This is an optimization exercise on Yosys and OpenROAD, whose aim is small area, not a production implementation.
The RTL was checked by simulation tests, not by an equivalence proof against the original design.

==> branch umber <==
==> flow/design.v (excerpt) <==
module pong_top
(
    input i_Clk,                 
    input i_Rst,                 
    input i_UART_RX,
    output o_UART_TX,
    input i_Switch_1,
    input i_Switch_2,
    input i_Switch_3,
    input i_Switch_4,
    output o_LED_1,
    output o_LED_2,
    output o_LED_3,
    output o_LED_4,
    output o_Segment1_A,
    output o_Segment1_B,
    output o_Segment1_C,
    output o_Segment1_D,
    output o_Segment1_E,
    output o_Segment1_F,
    output o_Segment1_G,
    output o_Segment2_A,
    output o_Segment2_B,
    output o_Segment2_C,
    output o_Segment2_D,
    output o_Segment2_E,
    output o_Segment2_F,
    output o_Segment2_G,
    output o_VGA_HSync,
    output o_VGA_VSync,
    output o_VGA_Red_0,
    output o_VGA_Red_1,
    output o_VGA_Red_2,
    output o_VGA_Grn_0,
    output o_VGA_Grn_1,
    output o_VGA_Grn_2,
    output o_VGA_Blu_0,
    output o_VGA_Blu_1,
    output o_VGA_Blu_2
);
    assign o_LED_1 = 1'b0;
    assign o_LED_2 = 1'b0;
    assign o_LED_3 = 1'b0;
    assign o_LED_4 = 1'b0;
    function [9:0] inc10;
        input [9:0] a;
        integer i;
        reg c;
        begin
            c = 1'b1;
            for (i = 0; i < 10; i = i + 1) begin
                inc10[i] = a[i] ^ c;
                c = c & a[i];
            end
        end
  ...
clock: 40.0 ns
lec_check: 0
cap_margin: 20
core_margin: 2
core_utilization: 60
cts_buf_list: sky130_fd_sc_hd__clkbuf_16
cts_cluster_diameter: 150
cts_cluster_size: 50
slew_margin: 20
run.sh (not shown) runs the stock make flow with config.mk's settings and CLKGATE_MAP_FILE= SYNTH_SCRIPT=/design/flow/synth_recipe.tcl, a recipe that flattens the netlist after the stock synthesis.
==> inputs of branch sierra, as changes to branch umber <==
==> flow/flow/run.sh (new file) <==
#!/bin/bash
# Standard layout, with the port buffers made from the smallest buffer cell.
set -euo pipefail
export BUFFER_PORTS_ARGS="-buffer_cell sky130_fd_sc_hd__buf_1"
bash standard.sh > standard.log 2>&1
==> flow/standard.sh (new file) <==
#!/bin/bash
# synth_recipe.tcl (not shown) runs the flow's synth.tcl, then flattens the netlist and writes it again
# the make line also repeats each setting of config.mk as NAME=value (left out here)
make -C /OpenROAD-flow-scripts/flow DESIGN_CONFIG=/design/flow/config.mk WORK_HOME=/design/flow/orfs CLKGATE_MAP_FILE= SYNTH_SCRIPT=/design/flow/synth_recipe.tcl "${@:-finish}"
- CTS_BUF_LIST: sky130_fd_sc_hd__clkbuf_16 -> sky130_fd_sc_hd__clkbuf_8
- CTS_CLUSTER_DIAMETER: 150 -> unset
- CTS_CLUSTER_SIZE: 50 -> 20
removed: flow/run.sh
==> inputs of branch maple, as changes to branch umber <==
==> flow/flow/run.sh (new file) <==
#!/bin/bash
# Standard layout, with the port buffers made from the smallest buffer cell
# and larger clock-tree sink clusters.
set -euo pipefail
export BUFFER_PORTS_ARGS="-buffer_cell sky130_fd_sc_hd__buf_1"
export CTS_ARGS="-sink_clustering_enable -repair_clock_nets -sink_clustering_size 40 -sink_clustering_max_diameter 200 -buf_list sky130_fd_sc_hd__clkbuf_8 -sink_buffer_max_cap_derate 1.0"
bash standard.sh > standard.log 2>&1
==> flow/standard.sh (new file) <==
#!/bin/bash
# synth_recipe.tcl (not shown) runs the flow's synth.tcl, then flattens the netlist and writes it again
# the make line also repeats each setting of config.mk as NAME=value (left out here)
make -C /OpenROAD-flow-scripts/flow DESIGN_CONFIG=/design/flow/config.mk WORK_HOME=/design/flow/orfs CLKGATE_MAP_FILE= SYNTH_SCRIPT=/design/flow/synth_recipe.tcl "${@:-finish}"
- CTS_BUF_LIST: sky130_fd_sc_hd__clkbuf_16 -> sky130_fd_sc_hd__clkbuf_8
- CTS_CLUSTER_DIAMETER: 150 -> unset
- CTS_CLUSTER_SIZE: 50 -> 20
removed: flow/run.sh
==> impl_metrics.json <==
{
  "p_total_uw": 432,
  "seq_share_pct": 35.7,
  "placed_cell_area_sq_um": 10100,
  "status": "timing/DRC/antenna clean",
  "dp_slack_ns": 25.34,
  "clk_share_pct": 5.38
}
-- figures above: branch umber

==> impl_metrics.json <==
{
  "yosysSeqAreaShare_pct": 39.0,
  "critical_path.startpoint": "r_x[3]$_SDFF_PP0_",
  "gp_congestion": 0.883,
  "clk_latency_ns": 0.47,
  "seq_share_pct": 37.0,
  "multi_input_area_sq_um": 5480,
  "placed_cell_area_sq_um": 9890,
  "status": "timing/DRC/antenna clean",
  "clk_share_pct": 3.84,
  "dp_slack_ns": 25.83,
  "worst_clock_skew_ns": 0.0113,
  "p_total_uw": 390,
  "cts_hold_buf": 0
}
-- figures above: branch sierra

==> impl_metrics.json <==
{
  "status": "timing/DRC/antenna clean",
  "pwr_density_cell_nw_per_um2": 37.9,
  "fmax_ghz": 0.0679,
  "placed_cell_area_sq_um": 9890,
  "dp_slack_ns": 25.83,
  "clk_share_pct": 3.84
}
-- figures above: branch maple

port drivers added, routing unchanged:
How much do the figures lean on ideal ports? The routed layouts below were timed once more, with nothing changed but the port constraints. Step 1, drivers: a clkbuf_16 drives i_Clk and a buf_2 each remaining input, both assumed. Step 2, shift: input delay + t, output delay - t, t = (earliest + latest rising clock arrival at the registers) / 2. This alone moves slack from input paths to output paths. Slacks: ideal / step 1 / step 2; pairs: ideal / step 1.
run | t, ns | setup WS [ns] | cell pins on the clock port's net
branch umber | 0.482 | 24.825 / 24.782 / 25.264 | 1
branch sierra | 0.502 | 25.278 / 25.237 / 25.740 | 1
branch maple | 0.502 | 25.278 / 25.237 / 25.740 | 1
After both steps setup and hold are still met in every run listed.
